Context: an optimization exercise on an open-source flow, tuned for small area, a short achievable clock period and few clock cycles. The choices shown serve that exercise and are no tape-out recipe.
Where RTL was checked, it was by simulation tests only, not by an equivalence proof against the original.
No activity file was given, so power comes from the tool's default toggle rates.

==> flow/design.v <==
module mips16(clk,rst,imem_addr,imem_rdata,dmem_addr,dmem_wdata,dmem_we,dmem_rdata,dbg_raddr,dbg_rdata);
input clk,rst;
output [15:0] imem_addr;
input [15:0] imem_rdata;
output [15:0] dmem_addr,dmem_wdata;
output dmem_we;
input [15:0] dmem_rdata;
input [2:0] dbg_raddr;
output [15:0] dbg_rdata;
wire [3:0] fop = imem_rdata[15:12];
wire [2:0] frd = imem_rdata[11:9];
wire [2:0] frs = imem_rdata[8:6];
wire [2:0] frt = imem_rdata[5:3];
wire f_st = (fop == 4'd11);
wire [2:0] frb = f_st ? frd : frt;
reg [111:0] regs;
wire [127:0] rv = {regs,16'h0000};
function [15:0] rdport;
  input [111:0] rg;
  input [2:0] ad;
  integer j;
  begin
    rdport = 16'h0000;
    for (j = 1; j < 8; j = j + 1)
      rdport = rdport | (rg[(j-1)*16 +: 16] & {16{ad == j}});
  end
endfunction
wire [15:0] ra = rdport(regs, frs);
wire [15:0] rb = rdport(regs, frb);
assign dbg_rdata = rdport(regs, dbg_raddr);
reg e_we, e_st, e_bz;             
reg e_ld, e_useimm, e_sum, e_sub, e_selg, e_selp, e_sh, e_left;
reg [2:0] e_rd;
reg [5:0] e_imm;
reg [15:0] e_a, e_b;
reg [15:0] e_pc1;                 
wire [15:0] e_res;
wire fwd_a = e_we && (e_rd == frs);
wire fwd_b = e_we && (e_rd == frb);
always @(posedge clk) begin
  e_ld    <= (fop == 4'd10);
  e_useimm <= (fop >= 4'd9) && (fop <= 4'd12);
  e_sum   <= (fop == 4'd1) || (fop == 4'd2) || (fop == 4'd9);
  e_sub   <= (fop == 4'd2);
  e_selg  <= (fop == 4'd3) || (fop == 4'd4);    
  e_selp  <= (fop == 4'd4) || (fop == 4'd5);    
  e_sh    <= (fop == 4'd6) || (fop == 4'd7) || (fop == 4'd8);
  e_left  <= (fop == 4'd6);
  e_rd    <= frd;
  e_imm   <= imem_rdata[5:0];
  e_a     <= fwd_a ? e_res : ra;
  e_b     <= fwd_b ? e_res : rb;
end
always @(posedge clk or posedge rst) begin
  if (rst) begin
    e_we <= 1'b0;
    e_st <= 1'b0;
    e_bz <= 1'b0;
    e_pc1 <= 16'h0000;
  end else begin
    e_we <= (fop >= 4'd1) && (fop <= 4'd10) && (frd != 3'd0);
    e_st <= f_st;
    e_bz <= (fop == 4'd12);
    e_pc1 <= imem_addr + 16'd1;
  end
end
wire [15:0] imm = {{10{e_imm[5]}},e_imm};
wire [15:0] x = e_bz ? e_pc1 : e_a;
wire [15:0] y = e_useimm ? imm : (e_b ^ {16{e_sub}});
wire [15:0] p = x ^ y;
wire [15:0] gg = x & y;
wire [15:0] g0 = {gg[15:1], gg[0] | (p[0] & e_sub)};
wire [15:0] G1, P1, G2, P2, G3, P3, G4, P4;
genvar g;
generate for (g = 0; g < 16; g = g + 1) begin : pfx
  if (g & 1) begin : l1
    assign G1[g] = g0[g] | (p[g] & g0[g-1]);
    assign P1[g] = p[g] & p[g-1];
  end else begin : l1n
    assign G1[g] = g0[g];
    assign P1[g] = p[g];
  end
  if (g & 2) begin : l2
    assign G2[g] = G1[g] | (P1[g] & G1[(g & ~3) + 1]);
    assign P2[g] = P1[g] & P1[(g & ~3) + 1];
  end else begin : l2n
    assign G2[g] = G1[g];
    assign P2[g] = P1[g];
  end
  if (g & 4) begin : l3
    assign G3[g] = G2[g] | (P2[g] & G2[(g & ~7) + 3]);
    assign P3[g] = P2[g] & P2[(g & ~7) + 3];
  end else begin : l3n
    assign G3[g] = G2[g];
    assign P3[g] = P2[g];
  end
  if (g & 8) begin : l4
    assign G4[g] = G3[g] | (P3[g] & G3[7]);
  end else begin : l4n
    assign G4[g] = G3[g];
  end
end endgenerate
wire [15:0] carry = {G4[14:0], e_sub};
wire [15:0] sum = p ^ carry;
wire [3:0] s = e_b[3:0];
wire [3:0] r = e_left ? (4'd0 - s) : s;
wire [31:0] a2 = {e_a, e_a};
reg [15:0] q1, q2;
integer i;
always @(*) begin
  for (i = 0; i < 16; i = i + 1) begin
    case (r[1:0])
      2'd0: q1[i] = a2[i];
      2'd1: q1[i] = a2[i+1];
      2'd2: q1[i] = a2[i+2];
      default: q1[i] = a2[i+3];
    endcase
  end
end
wire [31:0] q1d = {q1, q1};
always @(*) begin
  for (i = 0; i < 16; i = i + 1) begin
    case (r[3:2])
      2'd0: q2[i] = q1d[i];
      2'd1: q2[i] = q1d[i+4];
      2'd2: q2[i] = q1d[i+8];
      default: q2[i] = q1d[i+12];
    endcase
  end
end
wire [15:0] mask;
generate for (g = 0; g < 16; g = g + 1) begin : m
  assign mask[g] = e_left ? (s <= g) : (s <= 15 - g);
end endgenerate
wire [15:0] shres = (|e_b[15:4]) ? 16'h0000 : (q2 & mask);
assign e_res = ({16{e_sum}} & sum)
             | ({16{e_selg}} & gg)
             | ({16{e_selp}} & p)
             | ({16{e_sh}}  & shres)
             | ({16{e_ld}}  & dmem_rdata);
integer k;
always @(posedge clk) begin
  for (k = 1; k < 8; k = k + 1)
    if (rst || (e_we && e_rd == k))
      regs[(k-1)*16 +: 16] <= rst ? 16'h0000 : e_res;
end
assign dmem_addr = sum;
assign dmem_wdata = e_b;
assign dmem_we = e_st;
wire taken = e_bz && (e_a == 16'h0000);
assign imem_addr = taken ? sum : e_pc1;
endmodule
Settings: LEC_CHECK=0, CAP_MARGIN=20, CORE_MARGIN=2, CORE_UTILIZATION=45, SLEW_MARGIN=20, TNS_END_PERCENT=10; clock period 11.0 ns.
standard.sh (not shown) runs the stock make flow with config.mk's settings and CLKGATE_MAP_FILE= SYNTH_SCRIPT=/design/flow/synth_recipe.tcl, a recipe that flattens the netlist after the stock synthesis.
==> flow/flow/run.sh <==
#!/bin/bash
set -euo pipefail
export SETUP_SLACK_MARGIN=5.5
export BUFFER_PORTS_ARGS="-buffer_cell sky130_fd_sc_hd__buf_2"
bash standard.sh > standard.log 2>&1
Rerun with:
--- a/flow/design.v
+++ b/flow/design.v
@@ -12,64 +12,61 @@
 wire [2:0] frs = imem_rdata[8:6];
 wire [2:0] frt = imem_rdata[5:3];
 wire f_st = (fop == 4'd11);
 wire [2:0] frb = f_st ? frd : frt;
 reg [111:0] regs;
 wire [127:0] rv = {regs,16'h0000};
-function [15:0] rdport;
-  input [111:0] rg;
-  input [2:0] ad;
-  integer j;
-  begin
-    rdport = 16'h0000;
-    for (j = 1; j < 8; j = j + 1)
-      rdport = rdport | (rg[(j-1)*16 +: 16] & {16{ad == j}});
-  end
-endfunction
-wire [15:0] ra = rdport(regs, frs);
-wire [15:0] rb = rdport(regs, frb);
-assign dbg_rdata = rdport(regs, dbg_raddr);
+wire [15:0] ra = rv[frs*16 +: 16];
+wire [15:0] rb = rv[frb*16 +: 16];
+assign dbg_rdata = rv[dbg_raddr*16 +: 16];
 reg e_we, e_st, e_bz;             
+reg e_az;                         
 reg e_ld, e_useimm, e_sum, e_sub, e_selg, e_selp, e_sh, e_left;
 reg [2:0] e_rd;
 reg [5:0] e_imm;
 reg [15:0] e_a, e_b;
 reg [15:0] e_pc1;                 
 wire [15:0] e_res;
 wire fwd_a = e_we && (e_rd == frs);
 wire fwd_b = e_we && (e_rd == frb);
+wire [15:0] fa = fwd_a ? e_res : ra;
+wire [15:0] fb = fwd_b ? e_res : rb;
+wire f_bz = (fop == 4'd12);
+wire f_sub = (fop == 4'd2);
+wire [15:0] pc1n = imem_addr + 16'd1;
 always @(posedge clk) begin
   e_ld    <= (fop == 4'd10);
   e_useimm <= (fop >= 4'd9) && (fop <= 4'd12);
   e_sum   <= (fop == 4'd1) || (fop == 4'd2) || (fop == 4'd9);
   e_sub   <= (fop == 4'd2);
   e_selg  <= (fop == 4'd3) || (fop == 4'd4);    
   e_selp  <= (fop == 4'd4) || (fop == 4'd5);    
   e_sh    <= (fop == 4'd6) || (fop == 4'd7) || (fop == 4'd8);
   e_left  <= (fop == 4'd6);
   e_rd    <= frd;
   e_imm   <= imem_rdata[5:0];
-  e_a     <= fwd_a ? e_res : ra;
-  e_b     <= fwd_b ? e_res : rb;
+  e_a     <= f_bz ? pc1n : fa;
+  e_b     <= fb ^ {16{f_sub}};
+  e_az    <= (fa == 16'h0000);
 end
 always @(posedge clk or posedge rst) begin
   if (rst) begin
     e_we <= 1'b0;
     e_st <= 1'b0;
     e_bz <= 1'b0;
     e_pc1 <= 16'h0000;
   end else begin
     e_we <= (fop >= 4'd1) && (fop <= 4'd10) && (frd != 3'd0);
     e_st <= f_st;
-    e_bz <= (fop == 4'd12);
-    e_pc1 <= imem_addr + 16'd1;
+    e_bz <= f_bz;
+    e_pc1 <= pc1n;
   end
 end
 wire [15:0] imm = {{10{e_imm[5]}},e_imm};
-wire [15:0] x = e_bz ? e_pc1 : e_a;
-wire [15:0] y = e_useimm ? imm : (e_b ^ {16{e_sub}});
+wire [15:0] x = e_a;
+wire [15:0] y = e_useimm ? imm : e_b;
 wire [15:0] p = x ^ y;
 wire [15:0] gg = x & y;
 wire [15:0] g0 = {gg[15:1], gg[0] | (p[0] & e_sub)};
 wire [15:0] G1, P1, G2, P2, G3, P3, G4, P4;
 genvar g;
 generate for (g = 0; g < 16; g = g + 1) begin : pfx
@@ -144,9 +141,9 @@
     if (rst || (e_we && e_rd == k))
       regs[(k-1)*16 +: 16] <= rst ? 16'h0000 : e_res;
 end
 assign dmem_addr = sum;
 assign dmem_wdata = e_b;
 assign dmem_we = e_st;
-wire taken = e_bz && (e_a == 16'h0000);
+wire taken = e_bz && e_az;
 assign imem_addr = taken ? sum : e_pc1;
 endmodule
Effect:
- The new run ran to the end with no violations
- global-route usage is lower by 0.13 points
- sequential share of layout area is lower by 0.37 points
- register-to-register slack is worse by 1.3 ns
- maximum frequency is higher by a few percent
- clock-buffer cell count does not change
- die area is higher slightly
- worst setup slack is better by 0.16 ns
- sequential power is lower slightly
No run of this note included a check of the RTL's function; only the layout flow was run.

========
before:
Another version of the RTL of mips16 (not shown whole).
Size: roughly 1200 cells after synthesis, roughly 180 flip-flops.
==> module mips16, before the edit <==
module mips16(clk,rst,imem_addr,imem_rdata,dmem_addr,dmem_wdata,dmem_we,dmem_rdata,dbg_raddr,dbg_rdata);
input clk,rst;
output [15:0] imem_addr;
input [15:0] imem_rdata;
output [15:0] dmem_addr,dmem_wdata;
output dmem_we;
input [15:0] dmem_rdata;
input [2:0] dbg_raddr;
output [15:0] dbg_rdata;
wire [3:0] fop = imem_rdata[15:12];
wire [2:0] frd = imem_rdata[11:9];
wire [2:0] frs = imem_rdata[8:6];
wire [2:0] frt = imem_rdata[5:3];
wire f_st = (fop == 4'd11);
wire [2:0] frb = f_st ? frd : frt;
reg [111:0] regs;
wire [127:0] rv = {regs,16'h0000};
wire [15:0] ra = rv[frs*16 +: 16];
wire [15:0] rb = rv[frb*16 +: 16];
assign dbg_rdata = rv[dbg_raddr*16 +: 16];
reg e_we, e_st, e_bz;             
reg e_ld, e_useimm, e_sum, e_sub, e_selg, e_selp, e_sh, e_left;
reg [2:0] e_rd;
reg [5:0] e_imm;
reg [15:0] e_a, e_b;
reg [15:0] e_pc1;                 
wire [15:0] e_res;
wire fwd_a = e_we && (e_rd == frs);
wire fwd_b = e_we && (e_rd == frb);
always @(posedge clk) begin
  e_ld    <= (fop == 4'd10);
  e_useimm <= (fop >= 4'd9) && (fop <= 4'd12);
  e_sum   <= (fop == 4'd1) || (fop == 4'd2) || (fop == 4'd9);
  e_sub   <= (fop == 4'd2);
  e_selg  <= (fop == 4'd3) || (fop == 4'd4);    
  e_selp  <= (fop == 4'd4) || (fop == 4'd5);    
  e_sh    <= (fop == 4'd6) || (fop == 4'd7) || (fop == 4'd8);
  e_left  <= (fop == 4'd6);
  e_rd    <= frd;
  e_imm   <= imem_rdata[5:0];
  e_a     <= fwd_a ? e_res : ra;
  e_b     <= fwd_b ? e_res : rb;
end
always @(posedge clk or posedge rst) begin
  if (rst) begin
    e_we <= 1'b0;
    e_st <= 1'b0;
    e_bz <= 1'b0;
    e_pc1 <= 16'h0000;
  end else begin
    e_we <= (fop >= 4'd1) && (fop <= 4'd10) && (frd != 3'd0);
    e_st <= f_st;
    e_bz <= (fop == 4'd12);
    e_pc1 <= imem_addr + 16'd1;
  end
end
wire [15:0] imm = {{10{e_imm[5]}},e_imm};
wire [15:0] x = e_bz ? e_pc1 : e_a;
wire [15:0] y = e_useimm ? imm : (e_b ^ {16{e_sub}});
wire [15:0] p = x ^ y;
wire [15:0] gg = x & y;
wire [15:0] g0 = {gg[15:1], gg[0] | (p[0] & e_sub)};
wire [15:0] G1, P1, G2, P2, G3, P3, G4, P4;
genvar g;
generate for (g = 0; g < 16; g = g + 1) begin : pfx
  if (g & 1) begin : l1
    assign G1[g] = g0[g] | (p[g] & g0[g-1]);
    assign P1[g] = p[g] & p[g-1];
  end else begin : l1n
    assign G1[g] = g0[g];
    assign P1[g] = p[g];
  end
  if (g & 2) begin : l2
    assign G2[g] = G1[g] | (P1[g] & G1[(g & ~3) + 1]);
    assign P2[g] = P1[g] & P1[(g & ~3) + 1];
  end else begin : l2n
    assign G2[g] = G1[g];
    assign P2[g] = P1[g];
  end
  if (g & 4) begin : l3
    assign G3[g] = G2[g] | (P2[g] & G2[(g & ~7) + 3]);
    assign P3[g] = P2[g] & P2[(g & ~7) + 3];
  end else begin : l3n
    assign G3[g] = G2[g];
    assign P3[g] = P2[g];
  end
  if (g & 8) begin : l4
    assign G4[g] = G3[g] | (P3[g] & G3[7]);
  end else begin : l4n
    assign G4[g] = G3[g];
  end
end endgenerate
wire [15:0] carry = {G4[14:0], e_sub};
wire [15:0] sum = p ^ carry;
wire [3:0] s = e_b[3:0];
wire [3:0] r = e_left ? (4'd0 - s) : s;
wire [31:0] a2 = {e_a, e_a};
reg [15:0] q1, q2;
integer i;
always @(*) begin
  for (i = 0; i < 16; i = i + 1) begin
    case (r[1:0])
      2'd0: q1[i] = a2[i];
      2'd1: q1[i] = a2[i+1];
      2'd2: q1[i] = a2[i+2];
      default: q1[i] = a2[i+3];
    endcase
  end
end
wire [31:0] q1d = {q1, q1};
always @(*) begin
  for (i = 0; i < 16; i = i + 1) begin
    case (r[3:2])
      2'd0: q2[i] = q1d[i];
      2'd1: q2[i] = q1d[i+4];
      2'd2: q2[i] = q1d[i+8];
      default: q2[i] = q1d[i+12];
    endcase
  end
end
wire [15:0] mask;
generate for (g = 0; g < 16; g = g + 1) begin : m
  assign mask[g] = e_left ? (s <= g) : (s <= 15 - g);
end endgenerate
wire [15:0] shres = (|e_b[15:4]) ? 16'h0000 : (q2 & mask);
assign e_res = ({16{e_sum}} & sum)
             | ({16{e_selg}} & gg)
             | ({16{e_selp}} & p)
             | ({16{e_sh}}  & shres)
             | ({16{e_ld}}  & dmem_rdata);
integer k;
always @(posedge clk) begin
  for (k = 1; k < 8; k = k + 1)
    if (rst || (e_we && e_rd == k))
      regs[(k-1)*16 +: 16] <= rst ? 16'h0000 : e_res;
end
assign dmem_addr = sum;
assign dmem_wdata = e_b;
assign dmem_we = e_st;
wire taken = e_bz && (e_a == 16'h0000);
assign imem_addr = taken ? sum : e_pc1;
endmodule
export LEC_CHECK = 0
export CAP_MARGIN = 20
export CORE_MARGIN = 2
export CORE_UTILIZATION = 45
export SLEW_MARGIN = 20
export TNS_END_PERCENT = 10
create_clock -name core_clock -period 11.0 [get_ports {clk}]
Scripts as last shown in full above: flow/flow/run.sh
Testbench counts of before, summed over its fixed seeds: cycles 26,648.
Relative to before, the following input files were edited for after:
--- a/flow/design.v
+++ b/flow/design.v
@@ -90,9 +90,9 @@
     assign G4[g] = G3[g];
   end
 end endgenerate
 wire [15:0] carry = {G4[14:0], e_sub};
-wire [15:0] sum = p ^ carry;
+wire [15:0] sum = x + y + {15'd0,e_sub};
 wire [3:0] s = e_b[3:0];
 wire [3:0] r = e_left ? (4'd0 - s) : s;
 wire [31:0] a2 = {e_a, e_a};
 reg [15:0] q1, q2;
==> comparison <==
after — buffer count excluding the clock tree in the final layout about 14% higher, before as reference. Taking before as the reference, in after synthesized cell count went down by 0.35%; worst hold slack after final layout has decreased; post-route cell area saw an increase; height of the die went down by 0.84%.
Function not checked in after: the RTL went through the layout flow alone.

-- separate check: timing with driven ports --
The flow's constraints put no driver on any port. The routed layouts listed below were extracted and timed again, unchanged, in two steps.
Step 1 assumes that a clkbuf_16 drives the clock port and a buf_2 every other input.
Step 2 also shifts input and output timing later by t, the mid clock arrival at the registers, as if the neighbouring blocks saw the same clock.
Three values: no drivers, after step 1, after step 2; two values: the first two.
| run | t, ns | setup slack, ns | worst setup path at the end | worst register clock-pin slew, ns | worst data-port slew with drivers (ns) |
|---|---|---|---|---|---|
| the first run of note 1 | 0.486 | 5.235 / 5.192 / 5.192 | input to output | 0.09 / 0.09 | 0.06 |
| the second run of note 1 | 0.494 | 5.398 / 5.349 / 5.349 | input to output | 0.09 / 0.09 | 0.05 |
| before | 0.488 | 5.320 / 5.299 / 5.300 | input to output | 0.09 / 0.09 | 0.04 |
| after | 0.490 | 5.370 / 5.320 / 5.320 | input to output | 0.09 / 0.09 | 0.06 |
After both steps every run listed still meets setup and hold. For after, which loses most, drivers alone change the setup slack by -0.050 ns; drivers and shift together by -0.050 ns.
